This design comes from an exercise in tuning for small area and a short achievable clock period on the open sky130 flow, not from production work.
At most, simulation tests tie the RTL to the original design; equivalence was not proved.
For runs 2 to 6, only the layout was checked, not whether the RTL still works.
Power figures rest on the tool's default switching activity, not on a simulated workload.

**flow/design.v**
```verilog
module CPU(clock, reset,
imem_addr, imem_data,
dmem_addr, dmem_wdata, dmem_we, dmem_re, dmem_rdata,
rf_we, rf_waddr, rf_wdata);
input clock, reset;
output [15:0] imem_addr;
input  [15:0] imem_data;
output [15:0] dmem_addr, dmem_wdata;
output dmem_we, dmem_re;
input  [15:0] dmem_rdata;
output rf_we;
output [2:0] rf_waddr;
output [15:0] rf_wdata;
reg [15:0] pc;
reg [15:0] btb_pc  [0:7];
reg [8:0]  btb_off [0:7];
reg [7:0]  btb_pred;           
reg [7:1]  btb_wr;             
reg [1:0]  cnt1, cnt2;
reg [15:0] bp_key;             
reg [15:0] pc1, ir1;
reg        v1;
reg [15:0] pc2, ir2;
reg        v2;
reg [15:0] a3, b3, d3;         
reg [2:0]  op3, dst3;
reg        fw3, lhi3, lnk3, ld3, sw3, v3;
reg        bw_we, bw_nt, bw_jal, bw_pred, bw_en1, bw_en2;
reg [8:0]  bw_off;
reg [15:0] res4, wd4;
reg [2:0]  dst4;
reg        fw4, ld4, lnk4, sw4, re4, rw4;
reg [15:0] res5;
reg [2:0]  dst5;
reg        fw5, we5;
reg        cf, zf;
reg [15:0] rf [1:7];
assign imem_addr = pc;
wire [15:0] pc_inc = pc + 16'd1;
wire [3:0] op2 = ir2[15:12];
wire [2:0] ra2 = ir2[11:9];
wire [2:0] rb2 = ir2[8:6];
wire [2:0] rc2 = ir2[5:3];
wire is_alu2 = (op2 == 4'b0000) | (op2 == 4'b0010);
wire is_adi2 = (op2 == 4'b0001);
wire is_lhi2 = (op2 == 4'b0011);
wire is_lw2  = (op2 == 4'b0100);
wire is_sw2  = (op2 == 4'b0101);
wire is_beq2 = (op2 == 4'b1100);
wire is_jal2 = (op2 == 4'b1000);
wire is_jlr2 = (op2 == 4'b1001);
wire lnk2    = is_jal2 | is_jlr2;
wire fw2     = is_alu2 | is_adi2 | is_lhi2 | is_lw2 | lnk2;
wire [2:0] dst2 = is_alu2 ? rc2 : (is_adi2 | is_lw2 | is_sw2) ? rb2 : ra2;
wire immb2   = is_adi2 | is_lhi2 | is_lw2 | is_sw2 | ~(is_alu2 | is_beq2 | lnk2);
reg  [2:0] aop2;
always @(*) begin
  if (op2 == 4'b0000)
    case (ir2[1:0]) 2'b00: aop2 = 3'b000; 2'b10: aop2 = 3'b001; 2'b01: aop2 = 3'b010; default: aop2 = 3'b111; endcase
  else if (op2 == 4'b0010)
    case (ir2[1:0]) 2'b00: aop2 = 3'b100; 2'b10: aop2 = 3'b101; 2'b01: aop2 = 3'b110; default: aop2 = 3'b111; endcase
  else if (is_adi2 | is_lw2 | is_sw2)
    aop2 = 3'b011;
  else if (is_beq2 | lnk2)
    aop2 = 3'b000;
  else
    aop2 = 3'b111;
end
wire [15:0] se6 = {{10{ir2[5]}}, ir2[5:0]};
wire [8:0]  off2 = is_jal2 ? ir2[8:0] : {{3{ir2[5]}}, ir2[5:0]};
wire [15:0] bta = pc2 + {{7{off2[8]}}, off2};
wire [15:0] pc2_inc = pc2 + 16'd1;
wire [15:0] rda = (ra2 == 3'd0) ? 16'd0 : rf[ra2];
wire [15:0] rdb = (rb2 == 3'd0) ? 16'd0 : rf[rb2];
wire [16:0] sum3 = {1'b0, a3} + {1'b0, b3};
wire [15:0] nand3 = ~(a3 & b3);
reg  [15:0] alu3;
reg         cf_n, zf_n;
always @(*) begin
  alu3 = 16'd0;
  cf_n = cf;
  zf_n = zf;
  case (op3)
    3'b000: begin alu3 = sum3[15:0]; cf_n = sum3[16]; zf_n = (sum3[15:0] == 16'd0); end
    3'b001: if (cf) begin alu3 = sum3[15:0]; cf_n = sum3[16]; zf_n = (sum3[15:0] == 16'd0); end
    3'b010: if (zf) begin alu3 = sum3[15:0]; cf_n = sum3[16]; zf_n = (sum3[15:0] == 16'd0); end
    3'b011: begin alu3 = sum3[15:0]; zf_n = (sum3[15:0] == 16'd0); end
    3'b100, 3'b101, 3'b110: begin alu3 = nand3; zf_n = (sum3[15:0] == 16'd0); end
    default: ;
  endcase
end
wire [15:0] exfwd = lhi3 ? d3 : alu3;
wire [15:0] d3_inc = d3 + 16'd1;
wire [15:0] mfwd = ld4 ? dmem_rdata : (lnk4 ? 16'd0 : res4);
wire [15:0] fa = (fw3 & (ra2 == dst3)) ? exfwd :
                 (fw4 & (ra2 == dst4)) ? mfwd  :
                 (fw5 & (ra2 == dst5)) ? res5  : rda;
wire [15:0] fb = (fw3 & (rb2 == dst3)) ? exfwd :
                 (fw4 & (rb2 == dst4)) ? mfwd  :
                 (fw5 & (rb2 == dst5)) ? res5  : rdb;
wire [15:0] bm = immb2 ? se6 : fb;
wire eq = (fa == fb);
wire pm = (pc1 == bta);
wire [3:0] op1 = ir1[15:12];
wire s1v = (op1 == 4'b0000) | (op1 == 4'b0001) | (op1 == 4'b0010) | (op1 == 4'b0101) | (op1 == 4'b1100);
wire s2v = (op1 == 4'b0000) | (op1 == 4'b0010) | (op1 == 4'b0101) | (op1 == 4'b1100) | (op1 == 4'b1001);
wire dep = (s1v & (ir1[11:9] == rb2)) | (s2v & (ir1[8:6] == rb2));
wire vbeq    = v2 & is_beq2;
wire beq_tk  = vbeq & eq & ~pm;              
wire beq_nt  = vbeq & ~eq & pm;              
wire beq_upd = vbeq & ~eq & ~pm;             
wire jal_tk  = v2 & is_jal2 & ~pm;
wire jlr_tk  = v2 & is_jlr2;
wire lw_il   = v2 & is_lw2 & dep;
wire sq_eq1 = (vbeq & ~pm) | jal_tk | jlr_tk | lw_il;
wire sq_eq0 = (vbeq & pm) | jal_tk | jlr_tk | lw_il;
wire squash = eq ? sq_eq1 : sq_eq0;
wire [15:0] npc_eq1 = ((vbeq & ~pm) | jal_tk) ? bta : lw_il ? pc2_inc : pc_inc;
wire [15:0] npc_eq0 = jal_tk ? bta : ((vbeq & pm) | lw_il) ? pc2_inc : pc_inc;
wire [15:0] npc = jlr_tk ? bm : (eq ? npc_eq1 : npc_eq0);
wire [7:0] wrv = {btb_wr, 1'b0};
reg        hit2;
reg  [2:0] add2;
integer k;
always @(*) begin
  hit2 = 1'b0;
  add2 = 3'd0;
  for (k = 7; k >= 0; k = k - 1)
    if (btb_pc[k] == d3) begin
      hit2 = 1'b1;
      add2 = wrv[k] ? k : 3'd0;
    end
end
wire [2:0] bp_addr = (hit2 | bw_nt) ? add2 : (bw_jal ? {1'b1, cnt2} : {1'b0, cnt1});
reg        bp_sel;
reg  [8:0] bp_off;
always @(*) begin
  bp_sel = 1'b0;
  bp_off = btb_off[7];
  for (k = 7; k >= 0; k = k - 1)
    if (btb_pc[k] == bp_key) begin
      bp_sel = btb_pred[k];
      bp_off = btb_off[k];
    end
end
wire [15:0] bp_tgt = bp_key + {{7{bp_off[8]}}, bp_off};
always @(posedge clock) begin
  pc     <= reset ? 16'd0 : (bp_sel ? bp_tgt : npc);
  bp_key <= npc;
  pc1 <= pc;
  ir1 <= {imem_data[15:12] | {4{reset}}, imem_data[11:0]};
  v1  <= ~reset & ~squash;
  pc2 <= pc1;
  ir2 <= {ir1[15:12] | {4{reset}}, ir1[11:0]};
  v2  <= ~reset & ~squash & v1;
  a3   <= fa;
  b3   <= bm;
  d3   <= is_lhi2 ? {ir2[8:0], 7'd0} : ((lnk2 | is_beq2) ? pc2 : fb);
  op3  <= aop2;
  dst3 <= dst2;
  fw3  <= fw2;
  lhi3 <= is_lhi2;
  lnk3 <= lnk2;
  ld3  <= is_lw2;
  sw3  <= is_sw2;
  v3   <= v2;
  bw_we   <= beq_tk | beq_nt | beq_upd | jal_tk;
  bw_nt   <= beq_nt;
  bw_jal  <= is_jal2;
  bw_pred <= (beq_tk | jal_tk) & (bta != 16'd0);
  bw_en1  <= beq_tk;
  bw_en2  <= jal_tk;
  bw_off  <= off2;
  res4 <= lhi3 ? d3 : (lnk3 ? d3_inc : alu3);
  wd4  <= d3;
  dst4 <= dst3;
  fw4  <= ~reset & fw3;
  ld4  <= ld3;
  lnk4 <= lnk3;
  sw4  <= ~reset & sw3;
  re4  <= ~reset & ld3 & v3;
  rw4  <= ~reset & fw3 & v3;
  res5 <= ld4 ? dmem_rdata : res4;
  dst5 <= dst4;
  fw5  <= fw4;
  we5  <= ~reset & rw4;
  if (reset) begin
    cf <= 1'b0;
    zf <= 1'b1;
  end else begin
    cf <= cf_n;
    zf <= zf_n;
  end
  if (reset) begin
    cnt1 <= 2'd0;
    cnt2 <= 2'd0;
  end else begin
    if (bw_en1) cnt1 <= cnt1 + 2'd1;
    if (bw_en2) cnt2 <= cnt2 + 2'd1;
  end
end
wire [15:0] wdat = reset ? 16'd0 : res5;
genvar g;
generate
  for (g = 1; g < 8; g = g + 1) begin : gen_rf
    always @(posedge clock)
      if (reset | (we5 & (dst5 == g)))
        rf[g] <= wdat;
  end
endgenerate
generate
  for (g = 0; g < 8; g = g + 1) begin : gen_btb
    always @(posedge clock) begin
      if (reset | (bw_we & (bp_addr == g))) begin
        btb_pc[g]   <= reset ? 16'd0 : d3;
        btb_pred[g] <= ~reset & bw_pred;
      end
      if (~reset & bw_we & (bp_addr == g))
        btb_off[g] <= bw_off;
    end
    if (g != 0) begin : gen_wr
      always @(posedge clock)
        if (reset | (bw_we & (bp_addr == g)))
          btb_wr[g] <= ~reset;
    end
  end
endgenerate
assign dmem_addr  = res4;
assign dmem_wdata = wd4;
assign dmem_we    = sw4;
assign dmem_re    = re4;
assign rf_we      = we5;
assign rf_waddr   = dst5;
assign rf_wdata   = wdat;
endmodule
```
**flow/run.sh**
```bash
#!/bin/bash
# synth_recipe.tcl (not shown) runs the flow's synth.tcl, then flattens the netlist and writes it again
# the make line also repeats each setting of config.mk as NAME=value (left out here)
make -C /OpenROAD-flow-scripts/flow DESIGN_CONFIG=/design/flow/config.mk WORK_HOME=/design/flow/orfs CLKGATE_MAP_FILE= SYNTH_SCRIPT=/design/flow/synth_recipe.tcl finish
```
**flow/config.mk**
```make
export PLATFORM = sky130hd
export DESIGN_NAME = CPU
export DESIGN_NICKNAME = CPU
export VERILOG_FILES = /design/flow/design.v
export SDC_FILE = /design/flow/constraint.sdc
export NUM_CORES = 4
export LEC_CHECK = 0
export CAP_MARGIN = 20
export CORE_MARGIN = 2
export CORE_UTILIZATION = 40
export PLACE_DENSITY = 0.6
export SLEW_MARGIN = 20
```
**flow/constraint.sdc**
```tcl
create_clock -name core_clock -period 12.0 [get_ports {clock}]
set_input_delay 2.4000 -clock core_clock [delete_from_list [all_inputs] [get_ports {clock}]]
set_output_delay 2.4000 -clock core_clock [all_outputs]
set_load 0.01 [all_outputs]
```
==> impl_results.md, run 1 <==
* Outcome: finished clean
* Yosys warns at 20
* Endpoint type of the worst setup path: primary output
* First-pass GRT wire length at 147000 um
* Clock insertion delay at the later pin of the skew report at 0.66 ns
* Largest net degree at the start of global routing at 65
* Max-slew headroom at 21.6%
* DRT Pass-1 Iters at 17
* Top Metal Used: met4
* Hold_ws at 0.325 ns
* Antenna viol nets, final at 0
* Drt wl/cell at roughly 26 um
* Highest net fanout along the worst path at 34
* Library cells used by synthesis at 105
* Synth Register Bits at 568
* Sum Neg Setup Slack at 0 ns
* Max IR drop VDD at around 0.00012 V
* # resized after CTS at 0
* Startpoint type of the worst setup path: input pin
* Syn_area_per_cell at 10.6 um^2
* Non-filler instance count after layout at between 3000 and 4000
* Power per cell area at 144 mW/mm^2
* Tot GR Track Use at around a quarter
* Setup CP Type: in2out
* Worst path arrival time at 3.99 ns
* Placement Cell Area at 0.0315 mm^2
* CTS Hold Bufs at 0
* H-tree lvl count at 2
* Share of the synthesized area in the top cell type at 33.2%
* Req. time, crit path at 9.60 ns
* Die width at approximately 280 um
* NumNets Final at 2928
* Async SR Flop Fraction at 0%
* Initial core utilization at 40.5%
* Detailed-routed wire length on met2 at 46200 um
* Most numerous cell in the Yosys netlist: edfxtp_1
* Synthesized cell area at between 0.02 and 0.03 mm^2
* Final setup margin at 5.61 ns
* Switching pwr at 1.36 mW
* Slew Limit Fails at 0
* Post-CTS Setup Inserts at 0
* Maxcap violations at 0
* Number of synthesized flops with an enable pin at 327
* Final wirelength at between 100000 and 150000 um
* Total power at about 4.8 mW
* GRT Residual Overflow at 0
* CTS tree: built
* Clock tree buffer depth at 3
* Fmax at 157 MHz
* Layout cell share with drive strength beyond 1 at 10.4%
* Number of vias per cell at 5.95
* CTS sink count at 568
* Final Cell Area at 0.0335 mm^2
* Root Buffer: clkbuf_16
* HP Class: reg2reg
* Comb pwr share at between 10 and 15%
* Post-Place Worst Slack at ~5.5 ns
* Num rows at 99
* DRC errors left at 0
* CTS Buf Count at 60
* Final setup fails at 0
* RSZ-0062 raised after global routing: false
* I/O Pins at around 100
* Synth cell count leaders: edfxtp_1 (327), xor2_1 (243), dfxtp_1 (241)
* Clock-pin slew on the worst setup and hold paths at 0.06 ns
* Inst Count DP at 3739
* WL met3 at a little over 7000 um
* Die ar. at between 0.07 and 0.08 mm^2
* Sequential area share after synthesis at 49.4%
* Sequential Power Share at 47.1%
* Slew @ Worst Pin at 1.17 ns
* Fin crit period at ~6.4 ns
* Switching share of total power at 28.1%
* Top_reg_cell synth: edfxtp_1
* Synth top area cells: edfxtp_1 (33%), dfxtp_1 (16%), xor2_1 (7.2%), xnor2_1 (3.9%), mux2i_1 (3.2%)
* GP Congestion at between 0.9 and 1
* Hold Fails Final Rpt at 0
* Initial antenna violation count at 2
* Syn_nets at 2877
* Internal at 3.48 mW
* Die Y-Extent at 276 um
* Post-DP HPWL at approximately 70000 um
* Met1 WL at 41900 um
* Worst clock skew at 0.0175 ns
* Vias in the first global route at 22300
* Clk pwr share at about two fifths
* Placeable Area at 0.0731 mm^2
* Final Util at 45.9%
* Initial drt markers at roughly 2500
* Port bufs at 103
* Leak at 12.7 nW
* Yosys top cell by area: edfxtp_1
* Final period util at 53.2%
* Area grow syn2layout at 13.1%
* Synth Instances at around 2800
* Vias post-DR at 22900
-- power by group through the flow --
stage	combinational, mW	clock (mW)	sequential, mW
final	0.699	1.86	2.28
after detailed placement	0.684	0	2.32
after CTS	0.688	1.89	2.27
after floorplan	0.446	0	2.28
after global placement	0.676	0	2.31
after global routing	0.746	1.96	2.29
-- critical path, cell delays in order --
cell and delay (ns):
buf_2 0.34, nor2b_1 0.57, clkdlybuf4s50_1 0.66
-- registers in the layout (all words and copies together) (netlist names), 7 cells and up --
register / flops
pc2: 16
ir2: 16
btb_wr: 7
res5: 16
b3: 16
btb_off: 72
rf: 112
res4: 16
d3: 16
wd4: 16
btb_pc: 128
ir1: 16
bp_key: 16
pc1: 16
pc: 16
bw_off: 9
btb_pred: 8
a3: 16
-- kinds of logic (layout without fill, tap and decap cells) --
| family | Yosys count | after routing | share of synthesized area, % |
|---|---|---|---|
| other | 0 | 2 | 0 |
| adder cells (fa/ha/maj) | 52 | 52 | 2.27 |
| multiplexers | 162 | 162 | 6.07 |
| XOR/XNOR | 377 | 377 | 11.3 |
| AO/OA/AOI/OAI | 638 | 638 | 14.5 |
| flip-flops | 568 | 568 | 49.4 |
| AND/OR/NAND/NOR | 768 | 768 | 13.0 |
| buffers and inverters | 226 | 328 | 3.43 |
-- area by class of cell --
| type | count | area (um^2) |
|---|---|---|
| Clock inverter | 28 | 226 |
| Clock buffer | 85 | 1730 |
| Multi-Input combinational cell | 1997 | 14000 |
| Timing Repair Buffer | 170 | 1530 |
| Tap cell | 959 | 1200 |
| Inverter | 45 | 169 |
| Sequential cell | 568 | 14700 |
| Fill cell | 6719 | 39600 |
| Antenna cell | 2 | 5.00 |
-- path summary, 6_finish.rpt --
kind	start	to	slack, ns	depth (start not counted)
setup / recovery	reset	rf_wdata[3]	5.61	3
hold / removal	ir1[2]	ir2[2]	0.33	0
setup reg to reg	bp_key[14]	pc[14]	5.74	26
hold reg to reg	ir1[2]	ir2[2]	0.33	0
-- per-layer routing --
layer,global-route usage (%),vias up
met1,33.6,11300
met3,3.32,258
met2,41.4,1037
met4,12.7,0
met5,0,-
li1,-,10400
-- layout by cell type, fill, tap and decap left out, drive strengths merged, types with 52 or more instances in the layout --
cell type      count
clkbuf            85
buf               68
a21oi            161
inv               52
nand2            184
clkdlybuf4s50    102
nand3             72
mux2i             97
a211oi            52
edfxtp           327
mux2              57
o21ai            140
dfxtp            241
xor2             243
xnor2            131
nor4              61
nor2             194
==> run 2, diff against run 1 <==
--- a/flow/design.v
+++ b/flow/design.v
@@ -13,7 +13,7 @@
 output [15:0] rf_wdata;
 reg [15:0] pc;
 reg [15:0] btb_pc  [0:7];
-reg [8:0]  btb_off [0:7];
+reg [10:0] btb_tgt [0:7];      
 reg [7:0]  btb_pred;           
 reg [7:1]  btb_wr;             
 reg [1:0]  cnt1, cnt2;
@@ -22,11 +22,14 @@
 reg        v1;
 reg [15:0] pc2, ir2;
 reg        v2;
+reg [15:0] bta;                
+reg        pm, c9;             
+reg        rst_q;              
 reg [15:0] a3, b3, d3;         
 reg [2:0]  op3, dst3;
 reg        fw3, lhi3, lnk3, ld3, sw3, v3;
 reg        bw_we, bw_nt, bw_jal, bw_pred, bw_en1, bw_en2;
-reg [8:0]  bw_off;
+reg [10:0] bw_tgt;
 reg [15:0] res4, wd4;
 reg [2:0]  dst4;
 reg        fw4, ld4, lnk4, sw4, re4, rw4;
@@ -68,7 +71,6 @@
 end
 wire [15:0] se6 = {{10{ir2[5]}}, ir2[5:0]};
 wire [8:0]  off2 = is_jal2 ? ir2[8:0] : {{3{ir2[5]}}, ir2[5:0]};
-wire [15:0] bta = pc2 + {{7{off2[8]}}, off2};
 wire [15:0] pc2_inc = pc2 + 16'd1;
 wire [15:0] rda = (ra2 == 3'd0) ? 16'd0 : rf[ra2];
 wire [15:0] rdb = (rb2 == 3'd0) ? 16'd0 : rf[rb2];
@@ -100,7 +102,8 @@
                  (fw5 & (rb2 == dst5)) ? res5  : rdb;
 wire [15:0] bm = immb2 ? se6 : fb;
 wire eq = (fa == fb);
-wire pm = (pc1 == bta);
+wire [8:0]  off1 = (ir1[15:12] == 4'b1000) ? ir1[8:0] : {{3{ir1[5]}}, ir1[5:0]};
+wire [15:0] bta1 = pc1 + {{7{off1[8]}}, off1};
 wire [3:0] op1 = ir1[15:12];
 wire s1v = (op1 == 4'b0000) | (op1 == 4'b0001) | (op1 == 4'b0010) | (op1 == 4'b0101) | (op1 == 4'b1100);
 wire s2v = (op1 == 4'b0000) | (op1 == 4'b0010) | (op1 == 4'b0101) | (op1 == 4'b1100) | (op1 == 4'b1001);
@@ -133,17 +136,19 @@
 end
 wire [2:0] bp_addr = (hit2 | bw_nt) ? add2 : (bw_jal ? {1'b1, cnt2} : {1'b0, cnt1});
 reg        bp_sel;
-reg  [8:0] bp_off;
+reg [10:0] bp_t;
 always @(*) begin
   bp_sel = 1'b0;
-  bp_off = btb_off[7];
+  bp_t   = btb_tgt[7];
   for (k = 7; k >= 0; k = k - 1)
     if (btb_pc[k] == bp_key) begin
       bp_sel = btb_pred[k];
-      bp_off = btb_off[k];
-    end
-end
-wire [15:0] bp_tgt = bp_key + {{7{bp_off[8]}}, bp_off};
+      bp_t   = btb_tgt[k];
+    end
+end
+wire [6:0]  key_hi_inc = bp_key[15:9] + 7'd1;
+wire [6:0]  key_hi_dec = bp_key[15:9] - 7'd1;
+wire [15:0] bp_tgt = {bp_t[10] ? key_hi_inc : (bp_t[9] ? key_hi_dec : bp_key[15:9]), bp_t[8:0]};
 always @(posedge clock) begin
   pc     <= reset ? 16'd0 : (bp_sel ? bp_tgt : npc);
   bp_key <= npc;
@@ -153,6 +158,10 @@
   pc2 <= pc1;
   ir2 <= {ir1[15:12] | {4{reset}}, ir1[11:0]};
   v2  <= ~reset & ~squash & v1;
+  bta <= bta1;
+  pm  <= (pc == bta1);
+  c9  <= bta1[9] ^ pc1[9] ^ off1[8];
+  rst_q <= reset;
   a3   <= fa;
   b3   <= bm;
   d3   <= is_lhi2 ? {ir2[8:0], 7'd0} : ((lnk2 | is_beq2) ? pc2 : fb);
@@ -170,7 +179,7 @@
   bw_pred <= (beq_tk | jal_tk) & (bta != 16'd0);
   bw_en1  <= beq_tk;
   bw_en2  <= jal_tk;
-  bw_off  <= off2;
+  bw_tgt  <= {c9 & ~off2[8], off2[8] & ~c9, bta[8:0]};
   res4 <= lhi3 ? d3 : (lnk3 ? d3_inc : alu3);
   wd4  <= d3;
   dst4 <= dst3;
@@ -184,14 +193,14 @@
   dst5 <= dst4;
   fw5  <= fw4;
   we5  <= ~reset & rw4;
-  if (reset) begin
+  if (rst_q) begin
     cf <= 1'b0;
     zf <= 1'b1;
   end else begin
     cf <= cf_n;
     zf <= zf_n;
   end
-  if (reset) begin
+  if (rst_q) begin
     cnt1 <= 2'd0;
     cnt2 <= 2'd0;
   end else begin
@@ -199,29 +208,29 @@
     if (bw_en2) cnt2 <= cnt2 + 2'd1;
   end
 end
-wire [15:0] wdat = reset ? 16'd0 : res5;
+wire [15:0] wdat = rst_q ? 16'd0 : res5;
 genvar g;
 generate
   for (g = 1; g < 8; g = g + 1) begin : gen_rf
     always @(posedge clock)
-      if (reset | (we5 & (dst5 == g)))
+      if (rst_q | (we5 & (dst5 == g)))
         rf[g] <= wdat;
   end
 endgenerate
 generate
   for (g = 0; g < 8; g = g + 1) begin : gen_btb
     always @(posedge clock) begin
-      if (reset | (bw_we & (bp_addr == g))) begin
-        btb_pc[g]   <= reset ? 16'd0 : d3;
-        btb_pred[g] <= ~reset & bw_pred;
+      if (rst_q | (bw_we & (bp_addr == g))) begin
+        btb_pc[g]   <= rst_q ? 16'd0 : d3;
+        btb_pred[g] <= ~rst_q & bw_pred;
       end
-      if (~reset & bw_we & (bp_addr == g))
-        btb_off[g] <= bw_off;
+      if (~rst_q & bw_we & (bp_addr == g))
+        btb_tgt[g] <= bw_tgt;
     end
     if (g != 0) begin : gen_wr
       always @(posedge clock)
-        if (reset | (bw_we & (bp_addr == g)))
-          btb_wr[g] <= ~reset;
+        if (rst_q | (bw_we & (bp_addr == g)))
+          btb_wr[g] <= ~rst_q;
     end
   end
 endgenerate
@@ -231,5 +240,5 @@
 assign dmem_re    = re4;
 assign rf_we      = we5;
 assign rf_waddr   = dst5;
-assign rf_wdata   = wdat;
+assign rf_wdata   = reset ? 16'd0 : res5;    
 endmodule
==> flow/flow/run.sh (new file) <==
#!/bin/bash
# Standard ORFS layout, with faster port buffers and a timing-repair target
# tighter than the clock period (the SDC and clock period are unchanged).
set -euo pipefail
bash standard.sh \
  "BUFFER_PORTS_ARGS=-buffer_cell sky130_fd_sc_hd__buf_4" \
  "SETUP_SLACK_MARGIN=7" \
  finish > flow.log 2>&1
==> flow/standard.sh (new file) <==
#!/bin/bash
# synth_recipe.tcl (not shown) runs the flow's synth.tcl, then flattens the netlist and writes it again
# the make line also repeats each setting of config.mk as NAME=value (left out here)
make -C /OpenROAD-flow-scripts/flow DESIGN_CONFIG=/design/flow/config.mk WORK_HOME=/design/flow/orfs CLKGATE_MAP_FILE= SYNTH_SCRIPT=/design/flow/synth_recipe.tcl "${@:-finish}"
removed: flow/run.sh
==> impl_results.md, run 2 <==
* Req. time, crit path at 9.60 ns
* Hold depth at 0
* DRT Pass-1 Iters at 8
* Antenna viol nets, final at 0
* Die Y-Extent at about 280 um
* Largest net degree at the start of global routing at 57
* Largest registers: btb_pc: 128 flops, rf: 112 flops, btb_tgt: 88 flops
* Number of flip-flops in the largest register at approximately 130
* Drt wl/cell at 26.1 um
* Fill cell count at 6693
* Yosys warns at 20
* Layout cell share with drive strength beyond 1 at 14.5%
* Most numerous cell in the Yosys netlist: edfxtp_1
* Root Buffer: clkbuf_16
* Async SR Flop Fraction at 0%
* Initial antenna violation count at 3
* Maxcap violations at 0
* Die ar. at 0.0775 mm^2
* Worst path arrival time at 2.77 ns
* Register-to-Register Path Depth at 15
* Fmax at 193 MHz
* Num rows at 100
* HP Class: reg2reg
* Top_reg_cell synth: edfxtp_1
* Initial core utilization at between 40% and 50%
* Post-DP HPWL at 68900 um
* Fin crit period at 5.17 ns
* Ant. Diodes at 0
* Syn_nets at 2872
* Vias post-DR at between 20000 and 25000
* Reg-to-reg slack, setup at 7.15 ns
* DRC errors left at 0
* Initial drt markers at between 2000 and 2500
* Synth cell count leaders: edfxtp_1 (343), dfxtp_1 (262), xor2_1 (216)
* GRT Residual Overflow at 0
* CTS Buf Count at 70
* R2r startpoint: a3[1]
* Sum Neg Setup Slack at 0 ns
* Yosys top cell by area: edfxtp_1
* CTS Hold Bufs at 0
* Die width at 278 um
* Most frequent cells in the layout: edfxtp_1 (343), dfxtp_1 (255), xor2_1 (216)
* Synth Instances at 2800
* HP Start: pc1[4]
* Synth top area cells: edfxtp_1 (34%), dfxtp_1 (17%), xor2_1 (6.3%), xnor2_1 (4.7%), mux2i_1 (3.6%)
* Number of synthesized flops with an enable pin at 343
* Synth Register Bits at 605
* Top reg by flops: btb_pc
* Hold Fails Final Rpt at 0
* Max IR drop VDD at 0.000121 V
* Placeable Area at 0.0744 mm^2
* GP Congestion at 0.936
* Setup CP Type: in2out
* Clock tree buffer depth at 3
* Slew Limit Fails at 0
* NumNets Final at between 2000 and 3000
* Power per cell area at 154 mW/mm^2
* Worst R2R End: pc[2]
* CTS tree: built
* Outcome: finished clean
* Share of the synthesized area in the top cell type at 34.2%
* Slew @ Worst Pin at between 1 and 1.5 ns
* Synthesized cell area at about 0.03 mm^2
* Library cells used by synthesis at slightly above 90
* Number of vias per cell at approximately 6.0
* Syn_area_per_cell at 10.8 um^2
* I/O Pins at roughly 100
* Final wirelength at roughly 100000 um
* Commonest non-fill, non-tap cell in the layout: edfxtp_1
* CTS sink count at slightly above 600
* Area grow syn2layout at 15.2%
* Hold Path End: pc2[4]
* Highest net fanout along the worst path at 5
* Clock insertion delay at the later pin of the skew report at 0.64 ns
* Vias in the first global route at 22700
* Hold_ws at ~0.36 ns
* RSZ-0062 raised after global routing: true
* Worst clock skew at 0.0401 ns
* Final setup fails at 0
* Final period util at approximately 43%
* H-tree lvl count at 3
* Startpoint type of the worst setup path: input pin
* Tot GR Track Use at approximately a quarter
* Max-slew headroom at 18.5%
* Sequential area share after synthesis at 51.6%
* Leak at 13.3 nW
* Endpoint type of the worst setup path: primary output
* Clock-pin slew on the worst setup and hold paths at 0.06 ns
* First-pass GRT wire length at about 150000 um
* Port bufs at 103
==> run 2: cell types whose count changed in the layout (fill, tap and decap cells not counted), moves of 12 or more <==
cell / delta
dfxtp_1: +19
xor2_1: -27
inv_1: +15
nand3_1: -22
clkdlybuf4s50_1: -102
clkbuf_16: +12
nor2b_4: +16
buf_4: +80
buf_6: +20
xnor2_1: +31
a211oi_1: -12
o21ai_0: -27
ha_1: -13
edfxtp_1: +16
==> run 2: metal layers <==
layer	global-route usage, %	wire length, um
met1	35.5	43600
met2	40.7	46200
met3	4.99	8590
met4	8.41	3240
met5	0	0
==> run 2: how the worst max path moves through the flow <==
| stage | startpoint | endpoint | slack [ns] | depth (start not counted) |
|---|---|---|---|---|
| finish | reset | rf_wdata[15] | 6.83 | 3 |
| global route | reset | rf_wdata[11] | 6.82 | 3 |
| CTS | reset | rf_wdata[15] | 6.81 | 3 |
| detailed placement | dmem_rdata[15] | pc[15] | 5.61 | 13 |
| global placement | dmem_rdata[15] | pc[2] | 5.69 | 13 |
| floorplan | reset | rf_wdata[10] | 6.91 | 2 |
==> run 2: cell type report <==
type                            instances  area, um^2  area share [%]
Clock inverter                         33         384            1.11
Multi-Input combinational cell       1962       13800            39.9
Inverter                               59         221           0.638
Timing Repair Buffer                  171        1460            4.20
Sequential cell                       605       15600            44.8
Clock buffer                           97        2010            5.79
Tap cell                              969        1210            3.50
==> run 2: per-stage QoR <==
step / util, % / power, mW / cells / worst slack, ns / area [um^2]
finish: 46.6 / 5.35 / 3896 / 6.83 / 34700
detailed placement: 42.9 / 3.16 / 3752 / 5.61 / 31900
global route: 46.6 / 5.51 / 3896 / 6.82 / 34700
global placement: 42.9 / 3.15 / 3752 / 5.69 / 31900
CTS: 46.4 / 5.35 / 3890 / 6.81 / 34600
floorplan: - / 2.88 / 2800 / 6.91 / 30300
==> run 2: critical path, stage by stage <==
cell	delay, ns
buf_16	0.13
nor2b_4	0.12
buf_6	0.11
==> run 2: power by group <==
group          switching, mW  internal (mW)
Combinational          0.423          0.263
Clock                  0.909           1.30
Sequential             0.131           2.33
==> run 2: cell families (layout without fill, tap and decap cells) <==
| family | count (synthesis) | after routing | share of synthesized area (%) |
|---|---|---|---|
| AO/OA/AOI/OAI | 581 | 581 | 12.9 |
| XOR/XNOR | 378 | 378 | 11.0 |
| adder cells (fa/ha/maj) | 38 | 38 | 1.63 |
| AND/OR/NAND/NOR | 797 | 798 | 13.6 |
| buffers and inverters | 234 | 360 | 3.22 |
| flip-flops | 605 | 605 | 51.6 |
| multiplexers | 167 | 167 | 6.09 |
==> run 2: timing repair <==
| item | in CTS | in global routing |
|---|---|---|
| pin swaps | 2 | 2 |
| gates cloned | 4 | 0 |
| setup buffers | 4 | 4 |
| resized for setup | 25 | 13 |
| setup endpoints to repair | 54 | 50 |
==> run 3, diff against run 2 <==
--- a/flow/design.v
+++ b/flow/design.v
@@ -236,7 +236,7 @@
 endgenerate
 assign dmem_addr  = res4;
 assign dmem_wdata = wd4;
-assign dmem_we    = sw4;
+assign dmem_we    = sw4 & ~re4 & ~fw4 & ~ld4;
 assign dmem_re    = re4;
 assign rf_we      = we5;
 assign rf_waddr   = dst5;
--- a/flow/config.mk
+++ b/flow/config.mk
@@ -8,5 +8,8 @@
 export CAP_MARGIN = 20
 export CORE_MARGIN = 2
 export CORE_UTILIZATION = 40
+export CTS_BUF_LIST = sky130_fd_sc_hd__clkbuf_8
+export CTS_CLUSTER_DIAMETER = 50
+export CTS_CLUSTER_SIZE = 16
 export PLACE_DENSITY = 0.6
 export SLEW_MARGIN = 20
==> impl_results.md, run 3 <==
* Outcome: finished clean
* Placement Cell Area at approximately 0.032 mm^2
* Slew Limit Fails at 0
* NumNets Final at 2898
* Highest net fanout along the worst path at 5
* Fmax at around 190 MHz
* GRT Residual Overflow at 0
* Layout cell share with drive strength beyond 1 at 16.6%
* Initial drt markers at 2668
* Crit-path most repeated cell: buf_16
* Largest registers: btb_pc: 128 flops, rf: 112 flops, btb_tgt: 88 flops
* Worst path max stage delay at 0.17 ns
* Number of vias per cell at 6.04
* Final setup fails at 0
* Die Y-Extent at 278 um
* Synthesized cell area at between 0.03 and 0.04 mm^2
* Critical Path Source: reset
* Req. time, crit path at 9.60 ns
* Final Cell Area at 0.0340 mm^2
* Startpoint type of the worst setup path: input pin
* H-tree lvl count at 3
* Max-slew headroom at 21.3%
* HP Class: reg2reg
* Clock tree buffer depth at 3
* Number of synthesized flops with an enable pin at 343
* CP Cell Sequence: buf_16 > buf_16 > nor2b_4 > buf_6
* Yosys top cell by area: edfxtp_1
* DRT Pass-1 Iters at 8
* Antenna viol nets, final at 0
* Synth Register Bits at between 600 and 700
* Worst Path Buf+Inv at 3
* CTS Hold Bufs at 0
* Initial core utilization at about two fifths
* RSZ-0062 raised after global routing: true
* Leak at around 13 nW
* Synth Instances at 2748
* Fin crit period at 5.36 ns
* Fill cell count at roughly 6800
* Power per cell area at 143 mW/mm^2
* GP Congestion at 0.953
* Setup CP Type: in2out
* Slew @ Worst Pin at 1.18 ns
* DRC errors left at 0
* Top reg by flops: btb_pc
* Area grow syn2layout at 13.0%
* Synth cell count leaders: edfxtp_1 (343), dfxtp_1 (262), xor2_1 (231)
* Worst path slowest cell: buf_16
* Largest net degree at the start of global routing at 62
* Worst path arrival time at 2.96 ns
* CTS Buf Count at 76
* Maxcap violations at 0
* Async SR Flop Fraction at 0%
* Final period util at 44.7%
* Port bufs at between 100 and 150
* Clock insertion delay at the later pin of the skew report at between 0.7 and 0.8 ns
* Syn_area_per_cell at 10.9 um^2
* Post-DP HPWL at 72200 um
* Drt wl/cell at 27.2 um
* HP Start: ld3
* I/O Pins at 104
* Commonest non-fill, non-tap cell in the layout: edfxtp_1
* Endpoint type of the worst setup path: primary output
* Clock-pin slew on the worst setup and hold paths at 0.09 ns
* Library cells used by synthesis at 93
* CTS sink count at 605
* Delay-heaviest family, CP: buffers and inverters
* Most frequent cells in the layout: edfxtp_1 (343), dfxtp_1 (256), xor2_1 (231)
* Root Buffer: clkbuf_8
* Share of the synthesized area in the top cell type at around a third
* Vias post-DR at ~23000
* Most numerous cell in the Yosys netlist: edfxtp_1
* First-pass GRT wire length at about 150000 um
* CTS tree: built
* Max IR drop VDD at between 0.0001 and 0.00015 V
* Die width at between 200 and 300 um
* Die ar. at 0.0774 mm^2
* Number of flip-flops in the largest register at 128
* Top_reg_cell synth: edfxtp_1
* Vias in the first global route at 22600
* Sum Neg Setup Slack at 0 ns
* Synth top area cells: edfxtp_1 (34%), dfxtp_1 (17%), xor2_1 (6.7%), xnor2_1 (4.4%), a21oi_1 (2.7%)
* Num rows at 100
* Syn_nets at approximately 2800
* Hold Fails Final Rpt at 0
* Worst clock skew at around 0.088 ns
* Yosys warns at 20
* Final wirelength at between 100000 and 150000 um
* Placeable Area at between 0.07 and 0.08 mm^2
* Tot GR Track Use at around a quarter
* R2r startpoint: ir2[6]
* Sequential area share after synthesis at 51.7%
* Initial antenna violation count at 8
[run 3: cell types whose count changed after synthesis, moves of 11 or more]
cell	change
nand2_1	-39
mux2i_1	-31
mux2_2	+19
o211ai_1	+17
o21ai_1	-16
a211o_1	+15
buf_4	+15
inv_1	-15
xor2_1	+15
nand4_1	-13
a211oi_1	+11
xnor2_1	-11
[run 3: metal layers]
layer / part of all wire, % / up-vias / routed length, um / GRT usage, %
li1: - / 10300 / - / -
met1: 43 / 11500 / 45100 / 37.8
met2: 44 / 1270 / 46600 / 40.9
met3: 9.2 / 228 / 9670 / 4.42
met4: 3.3 / 0 / 3440 / 8.58
met5: 0 / - / 0 / 0
[run 3: final timing paths]
kind | cells after the start | end | slack, ns
worst max-delay path | 4 | rf_wdata[10] | 6.64
worst min-delay path | 0 | ld4 | 0.36
worst max register to register | 13 | pc[4] | 7.16
worst min register to register | 0 | ld4 | 0.36
[run 3: through the flow]
step	utilization [%]	hold WS (ns)	power, mW	setup slack [ns]	cells
floorplan	-	0.324	2.88	6.75	2748
global placement	42.8	0.333	3.15	5.45	3698
detailed placement	42.8	0.336	3.16	5.38	3698
CTS	45.5	0.356	4.87	6.65	3846
global route	45.7	0.368	5.02	6.64	3859
finish	45.7	0.356	4.87	6.64	3859
[run 3: cell type report]
| type | count | area [um^2] | area share [%] |
|---|---|---|---|
| Inverter | 43 | 161 | 0.475 |
| Timing Repair Buffer | 182 | 1550 | 4.57 |
| Antenna cell | 1 | 2.50 | 0.00736 |
| Sequential cell | 605 | 15600 | 45.7 |
| Tap cell | 969 | 1210 | 3.57 |
| Clock inverter | 64 | 691 | 2.03 |
| Clock buffer | 77 | 1060 | 3.12 |
| Multi-Input combinational cell | 1918 | 13800 | 40.5 |
[run 3: kinds of logic after synthesis]
family	Yosys count	share of synthesized area (%)
fa+ha+maj	38	1.63
compound gates	618	14.3
flops	605	51.7
buf+inv	226	3.35
mux	152	5.71
xor+xnor	382	11.1
simple gates	727	12.2
[run 3: timing repair]
action                     in CTS  in global routing
gates resized for setup        31                  2
cloned                          3                  1
pin swaps                       2                  1
setup endpoints to repair      54                 37
setup buffers                   4                  7
[run 3: worst reg2reg max path: stages, from the launching register on]
cell and delay, ns:
dfxtp_2 0.69, buf_6 0.49, nor2b_1 0.67, a221o_1 0.27
o21ai_0 0.08, o31ai_1 0.49, mux2i_1 0.36, xnor2_1 0.26
nor2_1 0.07, a2111oi_2 0.24, buf_4 0.29, and2_2 0.33
o211ai_1 0.16, a221oi_1 0.34
[run 3: where the power goes]
part	switching [mW]	internal, mW	total [mW]	leakage, nW
sequential	0.119	2.32	2.44	5.58
combinational	0.435	0.266	0.701	6.34
clock	0.929	0.797	1.73	0.899
==> run 4, diff against run 3 <==
--- a/flow/config.mk
+++ b/flow/config.mk
@@ -7,9 +7,9 @@
 export LEC_CHECK = 0
 export CAP_MARGIN = 20
 export CORE_MARGIN = 2
-export CORE_UTILIZATION = 40
+export CORE_UTILIZATION = 55
 export CTS_BUF_LIST = sky130_fd_sc_hd__clkbuf_8
 export CTS_CLUSTER_DIAMETER = 50
 export CTS_CLUSTER_SIZE = 16
-export PLACE_DENSITY = 0.6
+export PLACE_DENSITY = 0.7
 export SLEW_MARGIN = 20
==> impl_results.md, run 4 <==
* Synth cell count leaders: edfxtp_1 (343), dfxtp_1 (262), xor2_1 (231)
* Syn_nets at 2820
* Layout cell share with drive strength beyond 1 at 15.6%
* Antenna viol nets, final at 0
* Initial core utilization at 55.8%
* Most numerous cell in the Yosys netlist: edfxtp_1
* Vias post-DR at 23200
* HP Class: reg2reg
* GRT Residual Overflow at 0
* HP Start: ld3
* Yosys top cell by area: edfxtp_1
* Sum Neg Setup Slack at 0 ns
* Max IR drop VDD at 0.000135 V
* Yosys warns at 20
* Sequential area share after synthesis at between 50% and 60%
* Number of flip-flops in the largest register at 128
* Final period util at 43.2%
* DRT Pass-1 Iters at 9
* Initial antenna violation count at 3
* H-tree lvl count at 2
* GP Congestion at 0.969
* Hold_ws at 0.344 ns
* Inst Count DP at between 3000 and 4000
* Die Y-Extent at 238 um
* Die ar. at 0.0566 mm^2
* Commonest non-fill, non-tap cell in the layout: edfxtp_1
* Synth Register Bits at 605
* Top_reg_cell synth: edfxtp_1
* Final wirelength at just under 100000 um
* Setup CP Type: in2out
* DRC errors left at 0
* Final Cell Area at 0.0333 mm^2
* I/O Pins at 104
* Hold Fails Final Rpt at 0
* Slew Limit Fails at 0
* Post-DP HPWL at around 68000 um
* Worst path arrival time at approximately 2.8 ns
* Synth top area cells: edfxtp_1 (34%), dfxtp_1 (17%), xor2_1 (6.7%), xnor2_1 (4.4%), a21oi_1 (2.7%)
* Highest net fanout along the worst path at 5
* Placeable Area at between 0.05 and 0.06 mm^2
* Root Buffer: clkbuf_8
* Port bufs at 103
* RSZ-0062 raised after global routing: true
* First-pass GRT wire length at 144000 um
* Share of the synthesized area in the top cell type at 34.2%
* Drt wl/cell at ~28 um
* Clock insertion delay at the later pin of the skew report at 0.75 ns
* CTS tree: built
* Area grow syn2layout at 10.6%
* Non-filler instance count after layout at 3556
* Initial drt markers at about 3400
* Endpoint type of the worst setup path: primary output
* Syn_area_per_cell at about 11 um^2
* Leak at ~13 nW
* Most frequent cells in the layout: edfxtp_1 (343), dfxtp_1 (255), xor2_1 (231)
* Die width at around 240 um
* Vias in the first global route at 22100
* Clock tree buffer depth at 3
* Critical Path Source: reset
* Async SR Flop Fraction at 0%
* Fmax at 193 MHz
* CTS Hold Bufs at 0
* Power per cell area at roughly 140 mW/mm^2
* Clock-pin slew on the worst setup and hold paths at 0.10 ns
* Maxcap violations at 0
* CTS sink count at 605
* Synthesized cell area at 0.0301 mm^2
* Req. time, crit path at between 9 and 10 ns
* Num rows at 85
* Top reg by flops: btb_pc
* Number of synthesized flops with an enable pin at 343
* Outcome: finished clean
* CTS Buf Count at 61
* Number of vias per cell at 6.53
* NumNets Final at about 2900
* Total power at ~4.7 mW
* Final setup fails at 0
* Largest net degree at the start of global routing at 62
* Startpoint type of the worst setup path: input pin
* R2r startpoint: a3[0]
* Worst clock skew at between 0.04 and 0.05 ns
* Tot GR Track Use at about a third
* Fin crit period at 5.18 ns
* Largest registers: btb_pc: 128 flops, rf: 112 flops, btb_tgt: 88 flops
* Slew @ Worst Pin at ~1.2 ns
* Max-slew headroom at 20.7%
* Synth Instances at 2748
* Library cells used by synthesis at 93
* Placement Cell Area at 0.0315 mm^2
## run 4: final timing paths
| check | endpoint | slack [ns] | cells past startpoint |
|---|---|---|---|
| max | rf_wdata[7] | 6.82 | 3 |
| min | ld4 | 0.34 | 0 |
| max reg2reg | pc[13] | 7.16 | 15 |
| min reg2reg | ld4 | 0.34 | 0 |
## run 4: repair_timing
item / 4_1_cts / 5_1_grt
setup buffers: 3 / 6
gates cloned: 2 / 1
setup endpoints to repair: 52 / 40
pin swaps: 1 / 2
gates resized for setup: 24 / 8
## run 4: worst max-delay path, cell delays in order
cell	delay, ns
buf_16	0.13
nor2b_4	0.12
buf_6	0.10
## run 4: through the flow
step	util [%]	worst slack [ns]
floorplan	-	6.75
global placement	58.5	5.51
detailed placement	58.5	5.49
CTS	61.4	6.82
global route	61.7	6.81
finish	61.7	6.82
## run 4: kinds of logic after synthesis
logic type                 Yosys count  synth area share [%]
DFF                                605                  51.7
buffers and inverters              226                  3.35
AOI/OAI and AO/OA                  618                  14.3
xor gates and xnor gates           382                  11.1
and+or+nand+nor                    727                  12.2
adders and majority gates           38                  1.63
muxes                              152                  5.71
## run 4: area by class of cell
cell class                      count  area [um^2]
Multi-Input combinational cell   1918        13800
Fill cell                        4349        20600
Inverter                           43          161
Clock buffer                       63          867
Antenna cell                        2         5.00
Tap cell                          696          871
Clock inverter                     53          573
Timing Repair Buffer              176         1470
Sequential cell                   605        15600
## run 4: metal layers
layer / track usage, % / routed length, um / part of all wire [%]
met1: 49.4 / 41800 / 42
met2: 52.4 / 43500 / 44
met3: 6.88 / 9880 / 10
met4: 12.3 / 3640 / 3.7
met5: 0 / 0 / 0
## run 4: power breakdown
part / switching, mW / internal, mW
clock: 0.824 / 0.701
sequential: 0.120 / 2.32
combinational: 0.423 / 0.262
total: 1.37 / 3.29
==> run 5, diff against run 4 <==
==> flow/flow/run.sh (replaced) <==
#!/bin/bash
# Standard ORFS layout, with faster port buffers and a timing-repair target
# tighter than the clock period (the SDC and clock period are unchanged).
set -euo pipefail
bash standard.sh \
  "BUFFER_PORTS_ARGS=-buffer_cell sky130_fd_sc_hd__buf_2" \
  "SETUP_SLACK_MARGIN=7" \
  finish > flow.log 2>&1
--- a/flow/config.mk
+++ b/flow/config.mk
@@ -7,9 +7,9 @@
 export LEC_CHECK = 0
 export CAP_MARGIN = 20
 export CORE_MARGIN = 2
-export CORE_UTILIZATION = 55
+export CORE_UTILIZATION = 40
 export CTS_BUF_LIST = sky130_fd_sc_hd__clkbuf_8
-export CTS_CLUSTER_DIAMETER = 50
-export CTS_CLUSTER_SIZE = 16
-export PLACE_DENSITY = 0.7
+export CTS_CLUSTER_DIAMETER = 60
+export CTS_CLUSTER_SIZE = 20
+export PLACE_DENSITY = 0.6
 export SLEW_MARGIN = 20
==> impl_results.md, run 5 <==
* Tot GR Track Use at 26.2%
* Synth top area cells: edfxtp_1 (34%), dfxtp_1 (17%), xor2_1 (6.7%), xnor2_1 (4.4%), a21oi_1 (2.7%)
* Sequential area share after synthesis at 51.7%
* Worst R2R End: bp_key[1]
* Num rows at 100
* DRC errors left at 0
* Vias in the first global route at 22200
* First-pass GRT wire length at 149000 um
* HP Start: ld3
* Synth Instances at 2748
* CTS Buf Count at around 50
* Req. time, crit path at 9.60 ns
* DRT Pass-1 Iters at 6
* Final setup fails at 0
* Antenna viol nets, final at 0
* Worst path max stage delay at 0.17 ns
* Endpoint type of the worst setup path: primary output
* Power per cell area at 136 mW/mm^2
* Clock-pin slew on the worst setup and hold paths at 0.11 ns
* Synth Register Bits at 605
* GP Congestion at 0.965
* Sum Neg Setup Slack at 0 ns
* CP Cell Sequence: buf_8 > buf_12 > buf_16 > nor2b_4 > buf_6
* Worst path arrival time at 3.08 ns
* Highest net fanout along the worst path at 6
* CTS tree: built
* Fill cell count at 6879
* HP Class: reg2reg
* Most frequent cells in the layout: edfxtp_1 (343), dfxtp_1 (256), xor2_1 (231)
* Area occupied by multi-input gates at 0.0138 mm^2
* Worst Path Buf+Inv at 4
* Number of flip-flops in the largest register at roughly 130
* Hold depth at 0
* Delay-heaviest family, CP: buffers and inverters
* Final period util at 45.6%
* Outcome: finished clean
* CTS Hold Bufs at 0
* Sequential cell area at roughly 0.016 mm^2
* CTS sink count at 605
* Vias post-DR at 23100
* Share of the synthesized area in the top cell type at 34.2%
* Die ar. at around 0.077 mm^2
* Most numerous cell in the Yosys netlist: edfxtp_1
* Layout cell share with drive strength beyond 1 at between 10% and 20%
* Post-DP HPWL at around 72000 um
* Die width at between 200 and 300 um
* Synth Area in Adders at 1.63%
* Clock insertion delay at the later pin of the skew report at 0.71 ns
* Hold Path End: ld4
* Register-to-Register Path Depth at 15
* Top_reg_cell synth: edfxtp_1
* Root Buffer: clkbuf_8
* Yosys top cell by area: edfxtp_1
* Total power at 4.54 mW
* Slew Limit Fails at 0
* Worst path slowest cell: buf_16
* Slew @ Worst Pin at approximately 1.3 ns
* Port bufs at around 100
* Number of vias per cell at 6.04
* Final wirelength at 105000 um
* Max IR drop VDD at 0.000119 V
* Largest registers: btb_pc: 128 flops, rf: 112 flops, btb_tgt: 88 flops
* Commonest non-fill, non-tap cell in the layout: edfxtp_1
* Startpoint type of the worst setup path: input pin
* NumNets Final at approximately 2900
* Leak at ~13 nW
* Clock tree buffer depth at 3
* Maxcap violations at 0
* Placeable Area at 0.0744 mm^2
* Max-slew headroom at 12.8%
* Fmax at 183 MHz
* Non-filler instance count after layout at 3829
* Largest family of logic cells by synthesized area: compound AO/OA/AOI/OAI gates
* R2r startpoint: a3[0]
* Reg-to-reg slack, setup at 7.15 ns
* Initial core utilization at ~40%
* Die Y-Extent at 278 um
* Compound-Gate Fraction of Synth Area at 14.3%
* GRT Residual Overflow at 0
* Number of synthesized flops with an enable pin at 343
* Syn_nets at between 2000 and 3000
* Synth cell count leaders: edfxtp_1 (343), dfxtp_1 (262), xor2_1 (231)
* Async SR Flop Fraction at 0%
* Worst clock skew at 0.0514 ns
* Syn_area_per_cell at 10.9 um^2
* Largest net degree at the start of global routing at 60
* RSZ-0062 raised after global routing: true
* Hold Fails Final Rpt at 0
* Synthesized cell area at 0.0301 mm^2
* Library cells used by synthesis at 93
* Drt wl/cell at 27.3 um
* Area grow syn2layout at 11.1%
* Initial antenna violation count at 5
* Xor-xnor portion of the synthesized cell area at 11.1%
* Top reg by flops: btb_pc
* I/O Pins at approximately 100
* Mux share of post-synthesis cell area at ~5.7%
* Setup CP Type: in2out
* Initial drt markers at 2661
* H-tree lvl count at 2
* Inst Count DP at between 3000 and 4000
* Yosys warns at 20
* Post-synthesis simple-gate area fraction at between 10% and 20%
* Fin crit period at around 5.5 ns
[run 5: cell counts after synthesis]
No cell type changed its count.
[run 5: per-stage QoR]
stage,instance area [um^2],hold WS [ns],setup WS [ns],utilization (%)
6_report,33400,0.360,6.52,44.9
5_1_grt,33400,0.369,6.52,44.9
4_1_cts,33200,0.358,6.54,44.6
3_5_place_dp,31700,0.337,5.35,42.5
3_3_place_gp,31700,0.335,5.50,42.5
2_1_floorplan,30300,0.324,6.75,-
[run 5: layer usage]
| metal | track usage [%] | vias to the layer above | share of wire [%] |
|---|---|---|---|
| met3 | 5.62 | 198 | 9.8 |
| met1 | 36.1 | 11500 | 43 |
| li1 | - | 10300 | - |
| met5 | 0 | - | 0 |
| met4 | 8.77 | 0 | 3.6 |
| met2 | 40.8 | 1221 | 44 |
[run 5: cell type report]
cell class,instances,area share [%]
clock inverter,42,1.52
sequential,605,46.5
timing repair buffer,196,4.32
tap,969,3.63
antenna,1,0.00748
clock buffer,54,2.22
multi-input combinational,1919,41.3
inverter,43,0.483
[run 5: power breakdown]
group          switching [mW]  internal [mW]  total, mW
Sequential              0.119           2.32       2.44
Combinational           0.439          0.260      0.699
Clock                   0.819          0.578       1.40
Total                    1.38           3.16       4.54
[run 5: worst max-delay path by stage]
stage                   start           end  slack [ns]  cells past startpoint
2_1_floorplan           reset  rf_wdata[10]        6.75                      3
3_3_place_gp   dmem_rdata[13]        pc[13]        5.50                     12
3_5_place_dp   dmem_rdata[13]        pc[13]        5.35                     12
4_1_cts                 reset   rf_wdata[9]        6.54                      5
5_1_grt                 reset  rf_wdata[13]        6.52                      5
6_report                reset   rf_wdata[2]        6.52                      5
[run 5: worst register-to-register path: stages, from the launching register on]
cell	delay, ns
dfxtp_1	0.34
ha_1	0.27
fa_1	0.51
a211oi_2	0.34
nor3_2	0.15
o2111ai_1	0.38
nand2_1	0.11
xnor2_1	0.17
o22ai_1	0.45
a31oi_2	0.27
xnor2_1	0.25
a2111oi_4	0.46
buf_4	0.24
and2_2	0.30
mux2i_1	0.33
a21oi_1	0.12
[run 5: cells by family after synthesis]
logic type,after synthesis
DFF,605
muxes,152
adders and majority gates,38
xor gates and xnor gates,382
AOI/OAI and AO/OA,618
and+or+nand+nor,727
buffers and inverters,226
[run 5: repair_timing]
item | CTS | global route
setup buffers | 10 | 10
pin swaps | 1 | 4
endpoints found under the setup margin | 53 | 37
resized for setup | 30 | 10
gates cloned | 3 | 3
==> run 6, diff against run 5 <==
--- a/flow/config.mk
+++ b/flow/config.mk
@@ -8,8 +8,8 @@
 export CAP_MARGIN = 20
 export CORE_MARGIN = 2
 export CORE_UTILIZATION = 40
-export CTS_BUF_LIST = sky130_fd_sc_hd__clkbuf_8
-export CTS_CLUSTER_DIAMETER = 60
-export CTS_CLUSTER_SIZE = 20
+export CTS_BUF_LIST = sky130_fd_sc_hd__clkbuf_4 sky130_fd_sc_hd__clkbuf_8
+export CTS_CLUSTER_DIAMETER = 40
+export CTS_CLUSTER_SIZE = 12
 export PLACE_DENSITY = 0.6
 export SLEW_MARGIN = 20
==> impl_results.md, run 6 <==
* Drt wl/cell at 26.9 um
* Commonest non-fill, non-tap cell in the layout: edfxtp_1
* Worst path max stage delay at 0.17 ns
* CTS sink count at 605
* Max IR drop VDD at ~0.000090 V
* Max-slew headroom at between 10% and 20%
* Startpoint type of the worst setup path: input pin
* Initial core utilization at 40.4%
* Reg-to-reg slack, setup at slightly above 7 ns
* Syn_nets at 2820
* Sequential area share after synthesis at a little over 50%
* Outcome: finished clean
* Top_reg_cell synth: edfxtp_1
* Hold Fails Final Rpt at 0
* Worst clock skew at between 0.02 and 0.03 ns
* Yosys warns at 20
* Last element of the critical path: rf_wdata[2]
* Die width at approximately 280 um
* Initial antenna violation count at 7
* Most frequent cells in the layout: edfxtp_1 (343), dfxtp_1 (256), xor2_1 (231)
* Vias in the first global route at 22700
* Worst path arrival time at 3.08 ns
* Leak at 13.0 nW
* CTS Buf Count at 92
* Final wirelength at around 100000 um
* Largest registers: btb_pc: 128 flops, rf: 112 flops, btb_tgt: 88 flops
* Initial drt markers at 2813
* I/O Pins at 104
* Power per cell area at 150 mW/mm^2
* H-tree lvl count at 3
* Tot GR Track Use at around a quarter
* HP Class: reg2reg
* GP Congestion at slightly below 1
* Synth Instances at 2748
* Async SR Flop Fraction at 0%
* Total power at a little over 5 mW
* RSZ-0062 raised after global routing: true
* Synthesized cell area at 0.0301 mm^2
* CTS Hold Bufs at 0
* Fmax at 182 MHz
* Fill cell count at 6838
* DRC errors left at 0
* Die Y-Extent at 278 um
* Slew @ Worst Pin at 1.32 ns
* Endpoint type of the worst setup path: primary output
* First-pass GRT wire length at 152000 um
* Num rows at 100
* Worst path slowest cell: buf_16
* Number of flip-flops in the largest register at 128
* Setup CP Type: in2out
* DRT Pass-1 Iters at 6
* Final period util at 45.7%
* Syn_area_per_cell at 10.9 um^2
* Synth Register Bits at 605
* Placeable Area at 0.0744 mm^2
* Final setup fails at 0
* Antenna viol nets, final at 0
* Worst R2R End: pc[13]
* Clock tree buffer depth at 3
* Share of the synthesized area in the top cell type at 34.2%
* Number of vias per cell at 5.99
* Req. time, crit path at 9.60 ns
* Area grow syn2layout at 14.2%
* Sum Neg Setup Slack at 0 ns
* Layout cell share with drive strength beyond 1 at a little under a fifth
* Root Buffer: clkbuf_8
* R2r startpoint: ir2[6]
* Critical Path Source: reset
* Most numerous cell in the Yosys netlist: edfxtp_1
* Port bufs at 103
* Slew Limit Fails at 0
* Clock insertion delay at the later pin of the skew report at 0.70 ns
* CTS tree: built
* CP Cell Sequence: buf_8 > buf_12 > buf_16 > nor2b_4 > buf_6
* Fin crit period at 5.48 ns
* Top reg by flops: btb_pc
* Clock-pin slew on the worst setup and hold paths at 0.07 ns
* Maxcap violations at 0
* Number of synthesized flops with an enable pin at 343
* Register-to-Register Path Depth at 13
* NumNets Final at 2928
* Die ar. at 0.0774 mm^2
* Yosys top cell by area: edfxtp_1
* Synth top area cells: edfxtp_1 (34%), dfxtp_1 (17%), xor2_1 (6.7%), xnor2_1 (4.4%), a21oi_1 (2.7%)
* GRT Residual Overflow at 0
* Library cells used by synthesis at 93
* Vias post-DR at 23400
* Post-DP HPWL at between 70000 and 80000 um
* Synth cell count leaders: edfxtp_1 (343), dfxtp_1 (262), xor2_1 (231)
* Highest net fanout along the worst path at 6
* Largest net degree at the start of global routing at 60
run 6: layer usage:
metal  wire [um]  GRT usage, %  up-vias  part of all wire [%]
li1            -             -    10400                     -
met4        3440          9.49        2                   3.3
met2       46500          41.0     1162                    44
met3       10000          5.15      216                   9.5
met5          13             0        -                 0.012
met1       45000          36.8    11600                    43
run 6: logic make-up (layout without fill, tap and decap cells):
kind of cell	after synthesis	in the layout	share of synthesized area (%)
xor+xnor	382	382	11.1
fa+ha+maj	38	38	1.63
compound gates	618	618	14.3
simple gates	727	729	12.2
other cells	0	1	0
buf+inv	226	409	3.35
mux	152	152	5.71
flops	605	605	51.7
run 6: critical path, delay by kind of cell:
kind | cells | cell delay (ns)
buffers and inverters | 4 | 0.52
AND/OR/NAND/NOR | 1 | 0.13
run 6: through the flow:
stage / setup WS, ns / std cells / cell area [um^2] / hold slack, ns / util, %
floorplan: 6.75 / 2748 / 30300 / 0.324 / -
global placement: 5.50 / 3703 / 31700 / 0.335 / 42.5
detailed placement: 5.35 / 3704 / 31700 / 0.337 / 42.5
CTS: 6.54 / 3888 / 34200 / 0.351 / 45.9
global route: 6.52 / 3903 / 34300 / 0.352 / 46.1
finish: 6.52 / 3903 / 34300 / 0.350 / 46.1
run 6: layout make-up:
cell class | count | area [um^2] | share of cell area [%]
Sequential cell | 605 | 15600 | 45.3
Multi-Input combinational cell | 1919 | 13800 | 40.1
Timing Repair Buffer | 195 | 1430 | 4.17
Clock buffer | 108 | 1420 | 4.13
Tap cell | 969 | 1210 | 3.53
Clock inverter | 63 | 781 | 2.27
Inverter | 43 | 161 | 0.470
Antenna cell | 1 | 2.50 | 0.00729
run 6: what timing repair did:
item / CTS / global route
buffers inserted: 10 / 9
cloned: 3 / 2
gates resized for setup: 30 / 8
pin swaps: 1 / 2
endpoints found under the setup margin: 53 / 37
run 6: worst min path at each step:
stage,slack [ns],depth (start not counted),startpoint,end
2_1_floorplan,0.32,0,ld3,ld4
3_3_place_gp,0.34,0,ld3,ld4
3_5_place_dp,0.34,0,ld3,ld4
4_1_cts,0.35,0,pc1[14],pc2[14]
5_1_grt,0.35,0,pc1[14],pc2[14]
6_report,0.35,0,pc1[14],pc2[14]
run 6: power by group:
| group | leakage (nW) | switching [mW] | internal [mW] |
|---|---|---|---|
| sequential | 5.58 | 0.119 | 2.32 |
| clock | 1.08 | 0.940 | 1.09 |
| combinational | 6.36 | 0.436 | 0.258 |
| total | 13.0 | 1.49 | 3.67 |

-- what the ideal ports hide --
In the flow no input, the clock included, has a driving cell. The finished layouts below were timed again as built, in two steps. Step 1 sets driving cells, clkbuf_16 on the clock port and buf_2 on the other inputs (assumed; they add their load-dependent delay and slew). Step 2 moves the port delays by t, midway between the first and last clock arrival at a register: inputs arrive t later, outputs are due t later. That takes back most of the time a late clock gives input paths. a / b / c = no drivers / after step 1 / after step 2; a / b = the first two.
run	t (ns)	setup WS [ns]	clock arrival spread, ns
run 1	0.711	5.610 / 5.481 / 5.432	0.017 / 0.018
run 2	0.677	6.825 / 6.520 / 6.489	0.046 / 0.045
run 3	0.744	6.636 / 6.514 / 6.410	0.090 / 0.089
run 4	0.780	6.818 / 6.522 / 6.378	0.043 / 0.043
run 5	0.749	6.524 / 6.478 / 6.436	0.051 / 0.052
run 6	0.756	6.517 / 6.471 / 6.471	0.038 / 0.038
After both steps setup and hold are still met in every run listed. The setup slack of run 4, which loses most, moves by -0.296 ns with the drivers and by -0.440 ns with both steps.
